This is an optimization exercise on Yosys and OpenROAD, whose aim is small area, a short achievable clock period and few clock cycles per item, not a production implementation.
In this exercise RTL edits were held to simulation tests only and were not proved equivalent to the original.
Power figures rest on the tool's default switching activity, not on a simulated workload.

===== flow/config.mk =====
export PLATFORM = sky130hd
export DESIGN_NAME = IntMul
export DESIGN_NICKNAME = IntMul
export VERILOG_FILES = /design/flow/design.v
export SDC_FILE = /design/flow/constraint.sdc
export NUM_CORES = 4
export LEC_CHECK = 0
export CAP_MARGIN = 20
export CORE_MARGIN = 2
export CORE_UTILIZATION = 45
export SLEW_MARGIN = 20

===== flow/constraint.sdc =====
create_clock -name core_clock -period 10.0 [get_ports {i_clk}]
set_input_delay 2.0000 -clock core_clock [delete_from_list [all_inputs] [get_ports {i_clk}]]
set_output_delay 2.0000 -clock core_clock [all_outputs]
set_load 0.01 [all_outputs]

===== flow/design.v =====
`timescale 1ns/10ps
module IntMul (
    input logic i_clk,                                       
    input logic i_nrst,                                      
    input logic i_ena,                                       
    input logic i_unsigned,                                  
    input logic i_hsu,                                       
    input logic i_high,                                      
    input logic i_rv32,                                      
    input logic [63:0] i_a1,                                 
    input logic [63:0] i_a2,                                 
    output logic [63:0] o_res,                               
    output logic o_valid                                     
);
logic r_busy, rin_busy;
logic [3:0] r_ena, rin_ena;
logic [63:0] r_a1, rin_a1;
logic [63:0] r_a2, rin_a2;
logic r_unsign, rin_unsign;
logic r_high, rin_high;
logic r_rv32, rin_rv32;
logic r_zero, rin_zero;
logic r_inv, rin_inv;
logic [127:0] r_result, rin_result;
logic [68:0] r_lvl1 [0:15];
logic [68:0] rin_lvl1 [0:15];
logic [82:0] r_lvl3 [0:3];
logic [82:0] rin_lvl3 [0:3];
always_comb
begin: comb_proc
    logic [63:0] vb_a1;
    logic [63:0] vb_a2;
    logic [1:0] wb_mux_lvl0;
    logic [65:0] wb_lvl0 [0:31];
    logic [73:0] wb_lvl2 [0:7];
    logic [99:0] wb_lvl4 [0:1];
    logic [127:0] wb_lvl5;
    logic [127:0] wb_res32;
    logic [63:0] wb_res;
    logic [63:0] vb_a1s;
    logic [63:0] vb_a2s;
    logic v_a1s_nzero;
    logic v_a2s_nzero;
    logic v_ena;
    vb_a1 = 0;
    vb_a2 = 0;
    wb_mux_lvl0 = 0;
    for (int i = 0; i < 32; i++) begin
        wb_lvl0[i] = '0;
    end
    for (int i = 0; i < 8; i++) begin
        wb_lvl2[i] = '0;
    end
    for (int i = 0; i < 2; i++) begin
        wb_lvl4[i] = '0;
    end
    wb_lvl5 = 0;
    wb_res32 = 0;
    wb_res = 0;
    vb_a1s = 0;
    vb_a2s = 0;
    v_a1s_nzero = 0;
    v_a2s_nzero = 0;
    v_ena = 0;
    rin_busy = r_busy;
    rin_ena = r_ena;
    rin_a1 = r_a1;
    rin_a2 = r_a2;
    rin_unsign = r_unsign;
    rin_high = r_high;
    rin_rv32 = r_rv32;
    rin_zero = r_zero;
    rin_inv = r_inv;
    rin_result = r_result;
    for (int i = 0; i < 16; i++) begin
        rin_lvl1[i] = r_lvl1[i];
    end
    for (int i = 0; i < 4; i++) begin
        rin_lvl3[i] = r_lvl3[i];
    end
    if ((|i_a1[62: 0]) == 1'b1) begin
        v_a1s_nzero = 1'b1;
    end
    if ((v_a1s_nzero && i_a1[63]) == 1'b1) begin
        vb_a1s = ((~i_a1) + 1);
    end else begin
        vb_a1s = i_a1;
    end
    if ((|i_a2[62: 0]) == 1'b1) begin
        v_a2s_nzero = 1'b1;
    end
    if ((v_a2s_nzero && i_a2[63]) == 1'b1) begin
        vb_a2s = ((~i_a2) + 1);
    end else begin
        vb_a2s = i_a2;
    end
    v_ena = (i_ena && (~r_busy));
    rin_ena = {r_ena[2: 0], v_ena};
    if (i_ena == 1'b1) begin
        rin_busy = 1'b1;
        rin_inv = 1'b0;
        rin_zero = 1'b0;
        if (i_rv32 == 1'b1) begin
            vb_a1 = i_a1[31: 0];
            if ((i_unsigned == 1'b0) && (i_a1[31] == 1'b1)) begin
                vb_a1[63: 32] = '1;
            end
            vb_a2 = i_a2[31: 0];
            if ((i_unsigned == 1'b0) && (i_a2[31] == 1'b1)) begin
                vb_a2[63: 32] = '1;
            end
        end else if (i_high == 1'b1) begin
            if (i_hsu == 1'b1) begin
                if (((|i_a1) == 1'b0) || ((|i_a2) == 1'b0)) begin
                    rin_zero = 1'b1;
                end
                rin_inv = i_a1[63];
                vb_a1 = vb_a1s;
                vb_a2 = i_a2;
            end else if (i_unsigned == 1'b1) begin
                vb_a1 = i_a1;
                vb_a2 = i_a2;
            end else begin
                rin_zero = ((~(|i_a1)) || (~(|i_a2)));
                rin_inv = (i_a1[63] ^ i_a2[63]);
                vb_a1 = vb_a1s;
                vb_a2 = vb_a2s;
            end
        end else begin
            vb_a1 = i_a1;
            vb_a2 = i_a2;
        end
        rin_a1 = vb_a1;
        rin_a2 = vb_a2;
        rin_rv32 = i_rv32;
        rin_unsign = i_unsigned;
        rin_high = i_high;
    end
    if (r_ena[0] == 1'b1) begin
        for (int i = 0; i < 32; i++) begin
            wb_mux_lvl0 = r_a2[(2 * i) +: 2];
            if (wb_mux_lvl0 == 2'h0) begin
                wb_lvl0[i] = '0;
            end else if (wb_mux_lvl0 == 2'h1) begin
                wb_lvl0[i] = {2'h0, r_a1};
            end else if (wb_mux_lvl0 == 2'h2) begin
                wb_lvl0[i] = {1'h0, r_a1, 1'h0};
            end else begin
                wb_lvl0[i] = ({2'h0, r_a1}
                        + {1'h0, r_a1, 1'h0});
            end
        end
        for (int i = 0; i < 16; i++) begin
            rin_lvl1[i] = ({1'h0, wb_lvl0[((2 * i) + 1)], 2'h0}
                    + {3'h0, wb_lvl0[(2 * i)]});
        end
    end
    if (r_ena[1] == 1'b1) begin
        for (int i = 0; i < 8; i++) begin
            wb_lvl2[i] = ({r_lvl1[((2 * i) + 1)], 4'h0}
                    + r_lvl1[(2 * i)]);
        end
        for (int i = 0; i < 4; i++) begin
            rin_lvl3[i] = ({wb_lvl2[((2 * i) + 1)], 8'h00}
                    + wb_lvl2[(2 * i)]);
        end
    end
    if (r_ena[2] == 1'b1) begin
        rin_busy = 1'b0;
        for (int i = 0; i < 2; i++) begin
            wb_lvl4[i] = ({r_lvl3[((2 * i) + 1)], 16'h0000}
                    + r_lvl3[(2 * i)]);
        end
        wb_lvl5 = ({wb_lvl4[1], 32'h00000000}
                + wb_lvl4[0]);
        if (r_rv32 == 1'b1) begin
            wb_res32[31: 0] = wb_lvl5[31: 0];
            if ((r_unsign == 1'b1) || (wb_lvl5[31] == 1'b0)) begin
                wb_res32[127: 32] = '0;
            end else begin
                wb_res32[127: 32] = '1;
            end
            rin_result = wb_res32;
        end else if (r_high == 1'b1) begin
            if (r_zero == 1'b1) begin
                rin_result = '0;
            end else if (r_inv == 1'b1) begin
                rin_result = ((~wb_lvl5) + 128'd1);
            end else begin
                rin_result = wb_lvl5;
            end
        end else begin
            rin_result = wb_lvl5;
        end
    end
    wb_res = r_result[63: 0];
    if (r_high == 1'b1) begin
        wb_res = r_result[127: 64];
    end
    if (i_nrst == 1'b0) begin
        rin_busy = 1'h0;
        rin_ena = 4'h0;
        rin_a1 = 64'h0000000000000000;
        rin_a2 = 64'h0000000000000000;
        rin_unsign = 1'h0;
        rin_high = 1'h0;
        rin_rv32 = 1'h0;
        rin_zero = 1'h0;
        rin_inv = 1'h0;
        rin_result = '0;
        for (int i = 0; i < 16; i++) begin
            rin_lvl1[i] = '0;
        end
        for (int i = 0; i < 4; i++) begin
            rin_lvl3[i] = '0;
        end
    end
    o_res = wb_res;
    o_valid = r_ena[3];
end: comb_proc
always_ff @(posedge i_clk) begin: rg_proc
    r_busy <= rin_busy;
    r_ena <= rin_ena;
    r_a1 <= rin_a1;
    r_a2 <= rin_a2;
    r_unsign <= rin_unsign;
    r_high <= rin_high;
    r_rv32 <= rin_rv32;
    r_zero <= rin_zero;
    r_inv <= rin_inv;
    r_result <= rin_result;
    for (int i = 0; i < 16; i++) begin
        r_lvl1[i] <= rin_lvl1[i];
    end
    for (int i = 0; i < 4; i++) begin
        r_lvl3[i] <= rin_lvl3[i];
    end
end: rg_proc
endmodule

===== flow/run.sh =====
#!/bin/bash
# synth_recipe.tcl (not shown) runs the flow's synth.tcl, then flattens the netlist and writes it again
# the make line also repeats each setting of config.mk as NAME=value (left out here)
make -C /OpenROAD-flow-scripts/flow DESIGN_CONFIG=/design/flow/config.mk WORK_HOME=/design/flow/orfs CLKGATE_MAP_FILE= SYNTH_SCRIPT=/design/flow/synth_recipe.tcl finish

==> results.json <==
{
  "synth-adder-area-share_pct": 14.04,
  "post-route-drc-count": 0,
  "sequential_element_share_of_the_synthesized_area_pct": 16.19,
  "fin_nets": 27820,
  "placed_cell_area_mm2": 0.2179,
  "finalCriticalPeriod_ns": 9.623,
  "setup_tns_ns": 0,
  "max_freq_ghz": 0.1039,
  "mappedNetlistNets": 28822,
  "outcome": "no timing/DRC/antenna violations",
  "cts-htree-levels": 4,
  "top_cell_types_by_occurrence_after_synthesis": "sky130_fd_sc_hd__nor2_1 (2587), sky130_fd_sc_hd__a21oi_1 (2108), sky130_fd_sc_hd__a22o_1 (1926)",
  "drt.antenna.violating_nets": 0,
  "average_size_of_a_mapped_cell_um2": 7.917,
  "clkSinkCount": 1698,
  "drt-wirelength-per-cell_um": 26.81,
  "kind_of_path_behind_the_tightest_hold_check": "reg2reg",
  "finalNonFillerCells": 31915,
  "origin_of_the_worst_min_delay_path": "r_busy",
  "route.vias.total": 203794,
  "synth_edf_count": 0,
  "final_core_utilization_pct": 48.69,
  "worst_r2r_startpoint": "r_a1[1]",
  "r2r_setup_slack_ns": 0.38,
  "finished_cell_area_mm2": 0.2260,
  "global_route_wire_length_before_repair_um": 1256000,
  "cts_buffers": 229,
  "final_layout_size_suffix_gt1_share_pct": 13.04,
  "capturing_element_type_of_the_critical_path": "register",
  "mappedNetlistArea_mm2": 0.2100,
  "total_leakage_power_nw": 104.4,
  "postLayoutSetupSlackWorst_ns": 0.3774,
  "critPathBufInv": 3,
  "critPathSlowestCell": "sky130_fd_sc_hd__a311oi_1",
  "clock_tree.root_cell": "sky130_fd_sc_hd__clkbuf_16",
  "synth_seq_cells": 1698,
  "holdPathEnd": "r_ena[0]",
  "die-area_mm2": 0.4721,
  "post_cts.repair.setup_buffers": 0,
  "ys_dominant_reg_cell": "sky130_fd_sc_hd__dfxtp_1",
  "power.density_cell_area_mw_per_mm2": 114.3,
  "timing_max_transition_violations_final": 0,
  "placeableCoreArea_mm2": 0.4642,
  "worstPathArrival_ns": 10.44,
  "rr_endpoint": "r_lvl1[2][64]",
  "synth-simple-area-share_pct": 14.11,
  "pin_count": 200,
  "combinational_family_with_the_most_area_after_synthesis": "compound AO/OA/AOI/OAI gates",
  "tritoncts_clock_tree": "done",
  "max_slew_margin_pct": 14.34,
  "holdPathStages": 1,
  "setup.worst_path.start_class": "register",
  "signed_area_change_from_the_synthesized_netlist_to_the_final_layout_pct": 7.634,
  "io_buffer_count": 199,
  "setup_repair_after_global_routing_missed_its_margin": "no",
  "dr.first_iter.drc_count": 21934,
  "report.final.setup_viol": 0,
  "post_synth_inst_count": 26524,
  "report.power.total_mw": 25.83,
  "fp.dieW_um": 687.1,
  "grt-ovfl-total": 0,
  "crit_fanout": 33,
  "timing.setup.critical_path_class": "reg2reg",
  "share_of_synthesized_registers_carrying_an_async_set_or_reset_pct": 0,
  "routed_wirelength_um": 855800,
  "hold-worst-slack_ns": 0.4113,
  "synth_warnings": 8,
  "finalWeightedCongestion": 1.017,
  "largest_net_degree_at_the_start_of_global_routing": 168,
  "dpl.hpwl_um": 652400,
  "clk_pin_slew_ns": 0.06,
  "yosys-top-cells-area": "sky130_fd_sc_hd__dfxtp_1 (16%), sky130_fd_sc_hd__ha_1 (11%), sky130_fd_sc_hd__mux2_2 (10%)",
  "worst_slew_pin_slew_ns": 1.279,
  "placement.setup.worst_slack_ns": 0.4113,
  "synth_largest_type_area_fraction_pct": 16.19,
  "gr-usage-all-layers_pct": 34.47,
  "clk_latency_ns": 1.01,
  "max-vdd-ir-drop_uv": 168.1,
  "cpMostUsedCell": "sky130_fd_sc_hd__a21oi_1",
  "cts_buffer_depth": 4,
  "vias_per_cell": 6.386,
  "critical_path.max_stage_delay_ns": 0.83,
  "finalClockSkew_ns": 0.05613,
  "synth_compound_gate_area_share_pct": 28.05,
  "fillerInstances": 45882,
  "antenna_found_initial": 66,
  "synth_most_common_cell": "sky130_fd_sc_hd__nor2_1",
  "required_ns": 10.82,
  "hold_viol": 0,
  "num_rows": 250,
  "drt_pre_antenna_iters": 8,
  "synth_top_area_cell": "sky130_fd_sc_hd__dfxtp_1",
  "yosys.area_share.xor_xnor_pct": 7.607,
  "timing.reg2reg.worst_path_depth": 33,
  "cap_viol_max_count": 0,
  "timing.critical_path.max_delay_family": "compound AO/OA/AOI/OAI gates",
  "die_height_um": 687.1,
  "fin_crit_sh_pct": 96.23,
  "first_global_vias": 185125,
  "floorplan.initialDensity_pct": 45.24,
  "post_synth_num_cell_types": 113,
  "place.detailed.instances": 31464,
  "muxShareOfSynthArea_pct": 14.20
}
-- sequential cells by signal, summed over array words and instances, names as in the netlist --
name and count:
r_lvl3 329, r_zero 1, r_lvl1 1103, r_a2 64, r_busy 1, r_ena 4
r_rv32 1, r_inv 1, r_high 1, r_unsign 1, r_a1 64, r_result 128
-- logic make-up after synthesis --
kind of cell    after synthesis
compound gates             8498
simple gates               6358
buf+inv                    3238
mux                        2746
fa+ha+maj                  2163
xor+xnor                   1823
flops                      1698
-- layout make-up --
class / instances / area [um2] / area share, %
Timing Repair Buffer: 765 / 6472 / 2.864
Sequential cell: 1698 / 34250 / 15.15
Multi-Input combinational cell: 21588 / 164900 / 72.96
Inverter: 1240 / 4672 / 2.067
Antenna cell: 27 / 67.56 / 0.02989
Clock buffer: 309 / 6571 / 2.907
Clock inverter: 114 / 1356 / 0.6000
Tap cell: 6174 / 7725 / 3.418
-- how the worst max path moves through the flow --
stage,slack (ns),depth (start not counted),from,end
CTS,0.29,31,r_a1[1],r_lvl1[2][62]
detailed placement,0.41,33,r_a1[1],r_lvl1[2][62]
global placement,0.28,31,r_a1[1],r_lvl1[2][62]
floorplan,2.16,32,r_a1[1],r_lvl1[14][66]
finish,0.38,33,r_a1[1],r_lvl1[2][64]
global route,0.002,35,r_a1[1],r_lvl1[11][67]
-- layer usage --
| layer | track usage (%) | wire [um] |
|---|---|---|
| met4 | 12.92 | 36690 |
| met3 | 8.342 | 82650 |
| met5 | 0 | 350 |
| met1 | 48.87 | 386300 |
| met2 | 50.03 | 349800 |
-- layout by cell type (no fill, tap or decap), types with 92 or more instances in the layout --
cell type / Yosys / final
sky130_fd_sc_hd__nor2_1: 2587 / 2578
sky130_fd_sc_hd__a21oi_1: 2108 / 2106
sky130_fd_sc_hd__a22o_1: 1926 / 1926
sky130_fd_sc_hd__mux2_2: 1863 / 1863
sky130_fd_sc_hd__ha_1: 1841 / 1840
sky130_fd_sc_hd__dfxtp_1: 1698 / 1567
sky130_fd_sc_hd__nand2_1: 1352 / 1348
sky130_fd_sc_hd__inv_1: 1237 / 1236
sky130_fd_sc_hd__o21ai_0: 1232 / 1229
sky130_fd_sc_hd__xnor2_1: 1217 / 1159
sky130_fd_sc_hd__a21o_1: 1156 / 1156
sky130_fd_sc_hd__mux2i_1: 883 / 883
sky130_fd_sc_hd__xor2_1: 605 / 593
sky130_fd_sc_hd__buf_4: 0 / 548
sky130_fd_sc_hd__nand3_1: 397 / 397
sky130_fd_sc_hd__fa_1: 322 / 321
sky130_fd_sc_hd__o21bai_1: 319 / 319
sky130_fd_sc_hd__nor3_1: 309 / 304
sky130_fd_sc_hd__nand2b_1: 282 / 281
sky130_fd_sc_hd__nor2b_1: 302 / 274
sky130_fd_sc_hd__a211oi_1: 276 / 272
sky130_fd_sc_hd__clkbuf_16: 0 / 237
sky130_fd_sc_hd__and3_1: 222 / 222
sky130_fd_sc_hd__o21a_1: 219 / 219
sky130_fd_sc_hd__a31oi_1: 212 / 212
sky130_fd_sc_hd__nand4_1: 209 / 209
sky130_fd_sc_hd__clkdlybuf4s50_1: 0 / 196
sky130_fd_sc_hd__and2_1: 150 / 149
sky130_fd_sc_hd__or3_1: 146 / 146
sky130_fd_sc_hd__o31ai_1: 109 / 107
sky130_fd_sc_hd__o211ai_1: 97 / 97
sky130_fd_sc_hd__or2_2: 92 / 92
sky130_fd_sc_hd__dfxtp_2: 0 / 92
-- where the power goes --
part / switching (mW) / internal, mW
sequential: 0.296 / 7.01
combinational: 6.01 / 3.50
clock: 3.77 / 5.25
total: 10.1 / 15.8
-- timing repair --
action	CTS	global route
endpoints found under the setup margin	0	45
gates resized for setup	0	6
hold buffers	0	0
Testbench counts, summed over its fixed seeds: cycles 16,008, ops 4,000.

separate check: timing with driven ports:
The flow's constraints put no driver on any port. The routed layout listed below was extracted and timed again, unchanged, in two steps.
Step 1: set_driving_cell puts a clkbuf_16 on i_clk and a buf_2 on each other input, an assumption about the parent block.
Step 2 times the ports against the registers' clock, not the clock port: input delays grow and output delays shrink by t, the midpoint of the rising clock arrivals with the driver on.
a / b / c = ideal ports / drivers / drivers and shift; a / b = the first two.
t (ns): 1.119
setup slack, ns: 0.377 / 0.377 / 0.377
clock arrival spread, ns: 0.057 / 0.057
worst slew at a driven data input, ns: 0.14
cell pins on the clock port's net: 1
After both steps setup and hold are still met in this run. For this run, drivers alone change the setup slack by 0.000 ns; drivers and shift together by 0.000 ns.
